This is an optimization exercise on Yosys and OpenROAD, whose aim is small area, not a production implementation. Only the layout flow was run in this run; the RTL was not checked for function there. No activity file was given, so power comes from the tool's default toggle rates.

<file path="run.sh">
#!/bin/bash
# synth_recipe.tcl (not shown) runs the flow's synth.tcl, then flattens the netlist and writes it again
# the make line also repeats each setting of config.mk as NAME=value (left out here)
make -C /OpenROAD-flow-scripts/flow DESIGN_CONFIG=/design/flow/config.mk WORK_HOME=/design/flow/orfs CLKGATE_MAP_FILE= SYNTH_SCRIPT=/design/flow/synth_recipe.tcl finish
</file>
<file path="config.mk">
export PLATFORM = sky130hd
export DESIGN_NAME = DE1_SoC
export DESIGN_NICKNAME = DE1_SoC
export VERILOG_FILES = /design/flow/design.v
export SDC_FILE = /design/flow/constraint.sdc
export NUM_CORES = 4
export LEC_CHECK = 0
export CAP_MARGIN = 20
export CORE_MARGIN = 2
export CORE_UTILIZATION = 40
export SLEW_MARGIN = 20
</file>
<file path="constraint.sdc">
create_clock -name core_clock -period 6.5 [get_ports {CLOCK_50}]
set_input_delay 1.3000 -clock core_clock [delete_from_list [all_inputs] [get_ports {CLOCK_50}]]
set_output_delay 1.3000 -clock core_clock [all_outputs]
set_load 0.01 [all_outputs]
</file>
<file path="design.v">
module D_FF_R (q, d, clk, reset);
	input logic d, clk, reset;
	output logic q;
	always_ff @(posedge clk) begin
		if (reset)
			q <= 0;
		else
			q <= d;
	end
endmodule 
module LFSR (clk, out, reset);
	input logic clk, reset;
	output logic [9:0] out;
	logic xnor_out;
	xnor xn1 (xnor_out, out[3], out[0]);
	D_FF_R dff1 (.d(xnor_out), .q(out[9]), .clk, .reset);
	D_FF_R dff2 (.d(out[9]), .q(out[8]), .clk, .reset);
	D_FF_R dff3 (.d(out[8]), .q(out[7]), .clk, .reset);
	D_FF_R dff4 (.d(out[7]), .q(out[6]), .clk, .reset);
	D_FF_R dff5 (.d(out[6]), .q(out[5]), .clk, .reset);
	D_FF_R dff6 (.d(out[5]), .q(out[4]), .clk, .reset);
	D_FF_R dff7 (.d(out[4]), .q(out[3]), .clk, .reset);
	D_FF_R dff8 (.d(out[3]), .q(out[2]), .clk, .reset);
	D_FF_R dff9 (.d(out[2]), .q(out[1]), .clk, .reset);
	D_FF_R dff10 (.d(out[1]), .q(out[0]), .clk, .reset);
endmodule 
module bird_light (in, fall, uplit, downlit, out, clk, reset);
	input logic in, fall, uplit, downlit, clk, reset;
	output logic out;
	enum logic {off, lit} ps, ns;
	always_comb begin
		case(ps)
			off: if (in & downlit) ns = lit;
				  else if (fall & uplit) ns = lit;
				  else ns = off;
			lit: if (in | fall) ns = off;
				  else ns = lit;
		endcase
	end
	always_comb begin
		case(ps)
			off: out = 1'b0;
			lit: out = 1'b1;
		endcase
	end
	always_ff @(posedge clk) begin
		if (reset)
			ps <= off;
		else
			ps <= ns;
	end
endmodule
module bird_light_center (in, fall, uplit, downlit, out, clk, reset);
	input logic in, fall, uplit, downlit, clk, reset;
	output logic out;
	enum logic {off, lit} ps, ns;
	always_comb begin
		case(ps)
			off: if (in & downlit) ns = lit;
				  else if (fall & uplit) ns = lit;
				  else ns = off;
			lit: if (in | fall) ns = off;
				  else ns = lit;
		endcase
	end
	always_comb begin
		case(ps)
			off: out = 1'b0;
			lit: out = 1'b1;
		endcase
	end
	always_ff @(posedge clk) begin
		if (reset)
			ps <= lit;
		else
			ps <= ns;
	end
endmodule
module bird (lights, push, fall, clk, reset);
	input logic push, fall, clk, reset;
	output logic [15:0] lights;
	bird_light bl0 (.in(push), .fall, .uplit(1'b0), .downlit(lights[1]), .out(lights[0]), .clk, .reset);
	bird_light bl1 (.in(push), .fall, .uplit(lights[0]), .downlit(lights[2]), .out(lights[1]), .clk, .reset);
	bird_light bl2 (.in(push), .fall, .uplit(lights[1]), .downlit(lights[3]), .out(lights[2]), .clk, .reset);
	bird_light bl3 (.in(push), .fall, .uplit(lights[2]), .downlit(lights[4]), .out(lights[3]), .clk, .reset);
	bird_light bl4 (.in(push), .fall, .uplit(lights[3]), .downlit(lights[5]), .out(lights[4]), .clk, .reset);
	bird_light bl5 (.in(push), .fall, .uplit(lights[4]), .downlit(lights[6]), .out(lights[5]), .clk, .reset);
	bird_light bl6 (.in(push), .fall, .uplit(lights[5]), .downlit(lights[7]), .out(lights[6]), .clk, .reset);
	bird_light bl7 (.in(push), .fall, .uplit(lights[6]), .downlit(lights[8]), .out(lights[7]), .clk, .reset);
	bird_light bl8 (.in(push), .fall, .uplit(lights[7]), .downlit(lights[9]), .out(lights[8]), .clk, .reset);
	bird_light bl9 (.in(push), .fall, .uplit(lights[8]), .downlit(lights[10]), .out(lights[9]), .clk, .reset);
	bird_light_center blA (.in(push), .fall, .uplit(lights[9]), .downlit(lights[11]), .out(lights[10]), .clk, .reset);
	bird_light blB (.in(push), .fall, .uplit(lights[10]), .downlit(lights[12]), .out(lights[11]), .clk, .reset);
	bird_light blC (.in(push), .fall, .uplit(lights[11]), .downlit(lights[13]), .out(lights[12]), .clk, .reset);
	bird_light blD (.in(push), .fall, .uplit(lights[12]), .downlit(lights[14]), .out(lights[13]), .clk, .reset);
	bird_light blE (.in(push), .fall, .uplit(lights[13]), .downlit(lights[15]), .out(lights[14]), .clk, .reset);
	bird_light blF (.in(push), .fall, .uplit(lights[14]), .downlit(1'b0), .out(lights[15]), .clk, .reset);
endmodule
module input_processing (A, out, clk);
	input logic A, clk;
	output logic out;
	enum logic {none, hold} ps, ns;
	always_comb begin
		case(ps)
			none: if (A) ns = hold;
					else ns = none;
			hold: if (A) ns = hold;
					else ns = none;
		endcase
	end
	always_comb begin
		case (ps)
			none: if (A) out = 1'b1;
					else out = 1'b0;
			hold: out = 1'b0;
		endcase
	end
	always_ff @(posedge clk) begin
			ps <= ns;
	end
endmodule 
module clock_counter #(parameter CYCLE = 762) (clk_in, enable, reset);
	input logic clk_in, reset;
	output logic enable;
	integer count;
	always_ff @(posedge clk_in) begin
		if (count == 0 | reset)
			count <= CYCLE;
		else
			count <= count - 1;
	end
	assign enable = (count == 0);
endmodule 
module column_driver (pattern_in, out, clk, enable, reset);
	input logic enable, clk, reset;
	input logic [15:0] pattern_in;
	output logic [15:0][15:0] out;
	always_ff @(posedge clk) begin
		if (reset)
			out <= '0;
		else if (enable) begin
			out[15] <= pattern_in;
			out[14] <= out[15];
			out[13] <= out[14];
			out[12] <= out[13];
			out[11] <= out[12];
			out[10] <= out[11];
			out[9] <= out[10];
			out[8] <= out[9];
			out[7] <= out[8];
			out[6] <= out[7];
			out[5] <= out[6];
			out[4] <= out[5];
			out[3] <= out[4];
			out[2] <= out[3];
			out[1] <= out[2];
			out[0] <= out[1];
		end
		else
			out <= out;
	end
endmodule 
module pattern_generator (difficulty_in, out, clk, enable, reset);
	input logic enable, clk, reset;
	input logic [2:0] difficulty_in;
	output logic [15:0] out;
	logic [9:0] in;
	LFSR l1 (.out(in), .clk, .reset);
	integer a, count, i, difficulty;
	always_comb begin
		case (difficulty_in)
			3'b000: difficulty = 7;
			3'b001: difficulty = 5;
			3'b010: difficulty = 5;
			3'b011: difficulty = 4;
			3'b100: difficulty = 5;
			3'b101: difficulty = 4;
			3'b110: difficulty = 4;
			3'b111: difficulty = 3;
			default: difficulty = 7;
		endcase
	end
	always_ff @(posedge clk) begin
		if (reset) begin
			out <= '0;
			count <= difficulty;
		end
		else if (enable & count == 0) begin
			count <= difficulty;
			for (i = 0; i < 16; i++) begin
				if (i < a | i > (a + 4)) 
					out[i] <= 1'b1;
				else
					out[i] <= 1'b0;
			end
		end
		else if (enable & count == 1) begin  
			a <= in % 9;
			count <= count - 1;
		end
		else if (enable) begin
			count <= count - 1;
			out <= '0;
		end
	end
endmodule
module score_keeper(green_in, red_in, stop, incr, clk, reset);
	input logic [15:0] green_in, red_in;
	input logic clk, reset;
	output logic stop, incr;
	logic incr_buffer, stop_buffer, collision;
	integer i;
	input_processing skprocess1 (.A(incr_buffer), .out(incr), .clk);
	input_processing skprocess2 (.A(stop_buffer), .out(stop), .clk);
	always_comb begin
		collision = 0;
		for (i = 0; i < 16; i++)
			if (green_in[i] & red_in[i])
				collision = 1;
	end
	always_ff @(posedge clk) begin
		if (reset) begin
			incr_buffer <= 0;
			stop_buffer <= 0;
		end
		else if (collision == 1 | red_in == 0) begin
			stop_buffer <= 1;
			incr_buffer <= 0;
		end
		else if (green_in[15] == 1) begin
			stop_buffer <= 0;
			incr_buffer <= 1;
		end
		else begin
			incr_buffer <= 0;
			stop_buffer <= 0;
		end
	end
endmodule
 module single_hex_driver (incr, carryout, hexout, clk, reset);
	input logic incr, reset, clk;
	output logic [6:0] hexout;
	output logic carryout;
	enum logic [3:0] {zero, one, two, three, four, five, six, seven, eight, nine} ps, ns;
	logic [6:0] hex0, hex1, hex2, hex3, hex4, hex5, hex6, hex7, hex8, hex9;
	assign hex0 = 7'b1000000;  
	assign hex1 = 7'b1111001;  
	assign hex2 = 7'b0100100;  
	assign hex3 = 7'b0110000;  
	assign hex4 = 7'b0011001;  
	assign hex5 = 7'b0010010;  
	assign hex6 = 7'b0000010;  
	assign hex7 = 7'b1111000;  
	assign hex8 = 7'b0000000;  
	assign hex9 = 7'b0010000;  
	always_comb begin
		case(ps)
			zero: if (incr) ns = one;
					else ns = zero;
			one: if (incr) ns = two;
					else ns = one;
			two: if (incr) ns = three;
					else ns = two;
			three: if (incr) ns = four;
					else ns = three;
			four: if (incr) ns = five;
					else ns = four;
			five: if (incr) ns = six;
					else ns = five;
			six: if (incr) ns = seven;
					else ns = six;
			seven: if (incr) ns = eight;
					else ns = seven;
			eight: if (incr) ns = nine;
					else ns = eight;
			nine: if (incr) ns = zero;
					else ns = nine;
			default: ns = zero;
		endcase
	end
	always_comb begin
		case(ps)
			zero: hexout = hex0;
			one: hexout = hex1;
			two: hexout = hex2;
			three: hexout = hex3;
			four: hexout = hex4;
			five: hexout = hex5;
			six: hexout = hex6;
			seven: hexout = hex7;
			eight: hexout = hex8;
			nine: hexout = hex9;
			default: hexout = hex0;
		endcase
	end
	always_comb begin
		case(ps)
			nine: if (incr) carryout = 1'b1;
					else carryout = 1'b0;
			default: carryout = 1'b0;
		endcase
	end
	always_ff @(posedge clk) begin
		if (reset)
			ps <= zero;
		else
			ps <= ns;
	end
 endmodule 
module difficulty_display (in, out);
	input logic [2:0] in;
	output logic [6:0] out;
	logic [6:0] hex1, hex2, hex3, hex4;
	assign hex1 = 7'b1111001;  
	assign hex2 = 7'b0100100;  
	assign hex3 = 7'b0110000;  
	assign hex4 = 7'b0011001;  
	always_comb begin
		case (in)
			3'b000: out = hex1;
			3'b001: out = hex2;
			3'b010: out = hex2;
			3'b011: out = hex3;
			3'b100: out = hex2;
			3'b101: out = hex3;
			3'b110: out = hex3;
			3'b111: out = hex4;
			default: out = hex1;
		endcase
	end
endmodule 
module screen_controller(pipe_in, bird_in, switch, red_out, green_out, clk, reset);
	input logic switch, clk, reset;
	input logic [15:0] bird_in;
	input logic [15:0][15:0] pipe_in;
	output logic [15:0][15:0] red_out, green_out;
	enum logic {on, off} ps, ns;
	logic [15:0][15:0] end_screen, running_screen;
	assign running_screen[00] = 0;
	assign running_screen[01] = 0;
	assign running_screen[02] = bird_in;
	assign running_screen[03] = 0;
	assign running_screen[04] = 0;
	assign running_screen[05] = 0;
	assign running_screen[06] = 0;
	assign running_screen[07] = 0;
	assign running_screen[08] = 0;
	assign running_screen[09] = 0;
   assign running_screen[10] = 0;
	assign running_screen[11] = 0;
	assign running_screen[12] = 0;
	assign running_screen[13] = 0;
	assign running_screen[14] = 0;
	assign running_screen[15] = 0;
	assign end_screen[00] = 16'b0011111000111000;
	assign end_screen[01] = 16'b0010001001010100;
	assign end_screen[02] = 16'b0011111000110100;
	assign end_screen[03] = 16'b0000000000000000;
	assign end_screen[04] = 16'b0001111001111000;
	assign end_screen[05] = 16'b0010000000010100;
	assign end_screen[06] = 16'b0001111001111000;
	assign end_screen[07] = 16'b0000000000000000;
	assign end_screen[08] = 16'b0011111001111000;
	assign end_screen[09] = 16'b0010101000000100;
   assign end_screen[10] = 16'b0010101001111000;
	assign end_screen[11] = 16'b0000000000000100;
	assign end_screen[12] = 16'b0011111001111000;
	assign end_screen[13] = 16'b0001101001111100;
	assign end_screen[14] = 16'b0010111001010100;
	assign end_screen[15] = 16'b0000000001010100;
	always_comb begin
		case(ps)
			on: if (switch) ns = off;
				 else ns = on;
			off: ns = off;
		endcase
	end
	always_comb begin
		case(ps)
			on: red_out = running_screen;
			off: red_out = end_screen;
		endcase
	end
	always_comb begin
		case(ps)
			on: green_out = pipe_in;
			default: green_out = '0;
		endcase
	end
	always_ff @(posedge clk) begin
		if (reset)
			ps <= on;
		else
			ps <= ns;
	end
endmodule 
module LEDDriver #(parameter FREQDIV = 0) (GPIO_1, RedPixels, GrnPixels, EnableCount, CLK, RST);
    output logic [35:0] GPIO_1;
    input logic [15:0][15:0] RedPixels ;
    input logic [15:0][15:0] GrnPixels ;
    input logic EnableCount, CLK, RST;
    reg [(FREQDIV + 3):0] Counter;
    logic [3:0] RowSelect;
    assign RowSelect = Counter[(FREQDIV + 3):FREQDIV];
    always_ff @(posedge CLK)
    begin
        if(RST) Counter <= 'b0;
        else if(EnableCount) Counter <= Counter + 1'b1;
    end
    assign GPIO_1[35:32] = RowSelect;
    assign GPIO_1[31:16] = { GrnPixels[RowSelect][0], GrnPixels[RowSelect][1], GrnPixels[RowSelect][2], GrnPixels[RowSelect][3], GrnPixels[RowSelect][4], GrnPixels[RowSelect][5], GrnPixels[RowSelect][6], GrnPixels[RowSelect][7], GrnPixels[RowSelect][8], GrnPixels[RowSelect][9], GrnPixels[RowSelect][10], GrnPixels[RowSelect][11], GrnPixels[RowSelect][12], GrnPixels[RowSelect][13], GrnPixels[RowSelect][14], GrnPixels[RowSelect][15] };
    assign GPIO_1[15:0] = { RedPixels[RowSelect][0], RedPixels[RowSelect][1], RedPixels[RowSelect][2], RedPixels[RowSelect][3], RedPixels[RowSelect][4], RedPixels[RowSelect][5], RedPixels[RowSelect][6], RedPixels[RowSelect][7], RedPixels[RowSelect][8], RedPixels[RowSelect][9], RedPixels[RowSelect][10], RedPixels[RowSelect][11], RedPixels[RowSelect][12], RedPixels[RowSelect][13], RedPixels[RowSelect][14], RedPixels[RowSelect][15] };
endmodule
module DE1_SoC (HEX0, HEX1, HEX2, HEX3, HEX4, HEX5, KEY, SW, GPIO_1, CLOCK_50);
    output logic [6:0]  HEX0, HEX1, HEX2, HEX3, HEX4, HEX5;
    input  logic [3:0]  KEY;
    input  logic [9:0]  SW;
    output logic [35:0] GPIO_1;
    input logic CLOCK_50;
    assign HEX3 = '1;
    assign HEX4 = '1;
	 logic SYSTEM_CLOCK;
	 assign SYSTEM_CLOCK = CLOCK_50;
	 logic [15:0][15:0]RedPixels;  
    logic [15:0][15:0]GrnPixels;  
	 logic RST;                    
	 assign RST = SW[9];
	 LEDDriver Driver (.CLK(SYSTEM_CLOCK), .RST, .EnableCount(1'b1), .RedPixels, .GrnPixels, .GPIO_1);
	logic playerout;
	input_processing ip1 (.A(~KEY[3]), .clk(SYSTEM_CLOCK), .out(playerout));
	logic enable1, enable2;
	clock_counter cc1 (.clk_in(SYSTEM_CLOCK), .enable(enable1), .reset(RST));
	clock_counter #(363) cc2 (.clk_in(SYSTEM_CLOCK), .enable(enable2), .reset(RST));
	logic [15:0] bird_out;
	bird b1 (.lights(bird_out), .push(playerout), .fall(enable1), .clk(SYSTEM_CLOCK), .reset(RST));
	logic stop_game, incr;
	score_keeper sk1 (.green_in(GrnPixels[2][15:0]), .red_in(RedPixels[2][15:0]), .stop(stop_game), .incr, .clk(SYSTEM_CLOCK), .reset(RST));
	logic hex0out, hex1out, hex2out;
	single_hex_driver hd1 (.incr, .carryout(hex0out), .hexout(HEX0), .clk(SYSTEM_CLOCK), .reset(RST));
	single_hex_driver hd2 (.incr(hex0out), .carryout(hex1out), .hexout(HEX1), .clk(SYSTEM_CLOCK), .reset(RST));
	single_hex_driver hd3 (.incr(hex1out), .carryout(hex2out), .hexout(HEX2), .clk(SYSTEM_CLOCK), .reset(RST));
	difficulty_display dd1 (.in(SW[2:0]), .out(HEX5));
	logic [15:0] pattern;
	logic [15:0][15:0] column_out;
	pattern_generator pg1 (.out(pattern), .difficulty_in(SW[2:0]), .clk(SYSTEM_CLOCK), .enable(enable2), .reset(RST));
	column_driver cd1 (.pattern_in(pattern), .out(column_out), .clk(SYSTEM_CLOCK), .enable(enable2), .reset(RST));
	screen_controller sc1 (.pipe_in(column_out), .bird_in(bird_out), .switch(stop_game), .red_out(RedPixels), .green_out(GrnPixels), .clk(SYSTEM_CLOCK), .reset(RST));
endmodule
</file>
==> results.py <==
metrics = {
    "run_status": {
        "status": "timing/DRC/antenna clean",
    },
    "floorplanning": {
        "die_area_sq_um": 59500,
        "die_h_microns": 244,
        "die_w_microns": 244,
        "num_rows": 87,
        "initial_core_util_pct": 40.7,
        "ios": 93,
        "core_sq_um": 56600,
    },
    "routing": {
        "firstDrtPassIters": 8,
        "drc_errors": 0,
        "drt_iter0_drc": 1245,
        "wl_microns": 51200,
        "dr_total_vias": 18400,
        "wire_per_inst_microns": 14.8,
        "postRouteAntennaNets": 0,
        "vias_per_cell": 5.33,
    },
    "power": {
        "p_per_area_nw_per_um2": 271,
        "power_leakage_nw": 8.77,
        "peakVddDrop_v": 0.000176,
    },
    "synthesis": {
        "yosys.area_share.xor_xnor_pct": 4.07,
        "synth_warnings": 13,
        "synth-simple-area-share_pct": 22.0,
        "ys.flop_type": "dfxtp_1",
        "async_reset_ff_share_pct": 0,
        "synth_seq_cells": 469,
        "muxShareOfSynthArea_pct": 8.66,
        "yosysUniqueCellTypes": 105,
        "synth_edf_count": 64,
        "synth_area_per_cell_sq_um": 8.67,
        "synthCells": 2654,
        "syn_area_sq_um": 23000,
        "synth_top_family_by_area": "simple AND/OR/NAND/NOR gates",
        "synth_fa_ha_area_share_pct": 1.98,
        "synth-compound-area-share_pct": 15.6,
        "seq_area_frac_synth_pct": 43.6,
    },
    "clock_tree": {
        "cts_tree": "built",
        "htree_levels": 2,
        "cts_hold_buf": 0,
        "worstSkewPairLatency_ns": 0.59,
        "cts.sinks": 469,
        "cts_buffer_depth": 3,
        "numCtsBuffers": 53,
        "clk_pin_slew_ns": 0.06,
        "cts_root_buf": "clkbuf_16",
    },
    "worst_setup_path": {
        "r2r-start": "pg1.l1.dff2.q",
        "cp_common_cell": "ha_1",
        "startpoint": "pg1.l1.dff2.q",
        "start_kind": "flip-flop",
        "ff2ff_path_depth": 23,
        "rrSetupSlack_ns": 0.31,
        "path_class": "flip-flop to flip-flop",
        "cp-endpoint": "pg1.a[9]",
        "max_stage_delay_ns": 0.43,
        "cp.depth": 23,
        "path_max_fanout": 7,
        "crit_slowest_cell": "mux2i_4",
        "cp.required_ns": 6.84,
        "crit_family": "compound AO/OA/AOI/OAI gates",
        "critPathCaptureType": "flip-flop",
        "arrival_ns": 6.53,
        "path_buf_inv": 1,
        "r2r-end": "pg1.a[9]",
        "cp_cell_sequence": "nor3_2, inv_1, ha_1, nand2b_1, o21ai_1, and2_1, mux2i_4, nor2_8, maj3_2, mux2_2, a31o_2, a211oi_4, o31ai_1, ha_1, or3_4, a21oi_2, xnor2_1, ha_1, o31ai_1, a22oi_2, a21boi_2, a21o_1, a211o_1",
    },
    "cells_and_area": {
        "final_cell_area_sq_um": 26200,
        "antennaDiodeCount": 0,
        "final_nets": 2699,
        "syn2layout_area_growth_pct": 13.9,
        "final_core_util_pct": 46.3,
        "drive_above_1_share_pct": 10.2,
        "nFillCells": 5351,
    },
    "timing": {
        "fin_skew_ns": 0.0115,
        "tightest_slew_ns": 1.32,
        "slew_headroom_pct": 11.9,
        "fin_hold_ws_ns": 0.344,
        "finalHoldViolations": 0,
        "maxSlewViolCount": 0,
        "period_needed_ns": 6.19,
        "rsz0062_at_grt": "true",
        "fin_crit_sh_pct": 95.2,
        "timing.setup.tns_ns": 0,
        "fmax_mhz": 162,
        "finalSetupViolCount": 0,
        "fin_ws_ns": 0.311,
    },
    "placed_design": {
        "dp_hpwl_microns": 32300,
        "place_area_sq_um": 24300,
        "dp_slack_ns": 0.219,
        "gp_congestion": 0.873,
        "io_buffers": 68,
    },
    "global_routing": {
        "grt_pass1_wl_microns": 86100,
        "overflow": 0,
        "grt_pass1_vias": 17400,
        "grt_antenna_before_repair": 0,
        "grt_max_degree": 259,
        "grt_use_total_pct": 17.0,
    },
    "hold_path": {
        "hold_path_class": "flip-flop to flip-flop",
    },
    "flow_run": {
        "cap_viol_max_count": 0,
    },
}
## through the flow
step | power [W] | std cells
after floorplan | 0.00377 | 2667
after global placement | 0.00394 | 3347
after detailed placement | 0.00396 | 3347
after CTS | 0.00720 | 3447
after global routing | 0.00741 | 3451
final | 0.00712 | 3451
## Yosys cell counts (34+ instances only)
library cell / n / area share, %
edfxtp_1: 64 / 8.3
nor2_1: 218 / 3.6
nor4_1: 40 / 1.1
inv_1: 39 / 0.64
nand2_1: 619 / 10
xnor2_1: 71 / 2.7
ha_1: 34 / 1.8
clkbuf_1: 142 / 2.3
o21ai_0: 59 / 1.3
xor2_1: 34 / 1.3
dfxtp_1: 405 / 35
nand3_1: 39 / 0.85
mux4_2: 78 / 7.6
nor3_1: 53 / 1.2
a21oi_1: 334 / 7.3
## cells in the final DEF, fill, tap and decap left out, types with 19 or more instances in the layout
cell / netlist / routed
nor3_1: 53 / 51
a211oi_1: 19 / 19
dfxtp_1: 405 / 403
o21ai_0: 59 / 59
nor4_1: 40 / 40
inv_1: 39 / 39
nor2b_1: 33 / 33
clkbuf_16: 0 / 55
nand2_1: 619 / 618
buf_4: 19 / 37
xnor2_1: 71 / 70
ha_1: 34 / 34
nor2_1: 218 / 217
mux4_2: 78 / 78
xor2_1: 34 / 34
clkdlybuf4s50_1: 0 / 67
nand2b_1: 24 / 24
edfxtp_1: 64 / 64
nand3_1: 39 / 39
a21oi_1: 334 / 334
## per-layer routing
layer / up-vias / GRT usage (%) / share of wire [%]
li1: 9241 / - / -
met1: 8748 / 22.5 / 46
met2: 334 / 28.9 / 48
met3: 77 / 2.50 / 3.7
met4: 0 / 4.48 / 1.9
met5: - / 0 / 0
## worst register-to-register path: stages (launching register included)
cell and delay (ns):
dfxtp_1 0.32, nor3_2 0.33, inv_1 0.11, ha_1 0.32, nand2b_1 0.23, o21ai_1 0.15
and2_1 0.31, mux2i_4 0.43, nor2_8 0.09, maj3_2 0.33, mux2_2 0.28, a31o_2 0.28
a211oi_4 0.37, o31ai_1 0.15, ha_1 0.22, or3_4 0.41, a21oi_2 0.18, xnor2_1 0.16
ha_1 0.21, o31ai_1 0.11, a22oi_2 0.32, a21boi_2 0.15, a21o_1 0.21, a211o_1 0.29
## cell families after synthesis
family,count (synthesis)
AO/OA/AOI/OAI,580
XOR/XNOR,106
AND/OR/NAND/NOR,1140
multiplexers,98
buffers and inverters,222
flip-flops,469
other,2
adder cells (fa/ha/maj),37
## how the worst min path moves through the flow
stage                          startpoint  cells after the start                end  slack, ns
after floorplan           sk1.incr_buffer                      0  sk1.skprocess1.ps       0.32
after global placement    sk1.incr_buffer                      0  sk1.skprocess1.ps       0.33
after detailed placement  sk1.incr_buffer                      0  sk1.skprocess1.ps       0.34
after CTS                 sk1.stop_buffer                      0  sk1.skprocess2.ps       0.34
after global routing      sk1.stop_buffer                      0  sk1.skprocess2.ps       0.35
final                     sk1.incr_buffer                      0  sk1.skprocess1.ps       0.34
## report_power, final
group / switching [W] / leakage, nW / internal [W]
Sequential: 0.0000487 / 3.88 / 0.00300
Clock: 0.00122 / 0.931 / 0.00199
Combinational: 0.000520 / 3.96 / 0.000338
## flip-flops by register name, indices dropped and copies added, names as in the netlist, 4 cells and up
register,count
pg1.count,32
hd2.ps,4
pg1.out,16
HEX1,7
HEX0,7
hd3.ps,4
cd1.out,256
pg1.a,32
Driver.Counter,4
cc1.count,32
cc2.count,32
HEX2,7
hd1.ps,4
## timing repair
item,CTS,global route
hold endpoints to repair,0,0
endpoints found under the setup margin,0,28
buffers inserted,0,3
resized for setup,0,4
## layout make-up
class	instances	area [sq um]	area share, %
well taps	756	946	3.61
flip-flops and latches	469	10000	38.3
inverters	41	154	0.587
clock inverters	30	400	1.53
multi-input cells	1976	12100	46.3
clock buffers	70	1500	5.73
repair buffers	109	1040	3.98

-- afterwards: timing with drivers on the ports --
In the flow no input, the clock included, has a driving cell. The finished layout below was timed again as built, in two steps.
Step 1: set_driving_cell puts a clkbuf_16 on CLOCK_50 and a buf_2 on each other input, an assumption about the parent block.
Step 2 times the ports against the registers' clock, not the clock port: input delays grow and output delays shrink by t, the midpoint of the rising clock arrivals with the driver on.
Slacks: no drivers / after step 1 / after step 2; pairs: no drivers / after step 1.
t (ns): 0.641
slack for setup (ns): 0.311 / 0.311 / 0.311
slew at the worst register clock pin (ns): 0.06 / 0.06
worst slew at a driven data input, ns: 0.06
cell pins on the clock port's net: 1
After both steps this run still meets setup and hold. For this run, drivers alone change the setup slack by 0.000 ns; drivers and shift together by 0.000 ns.
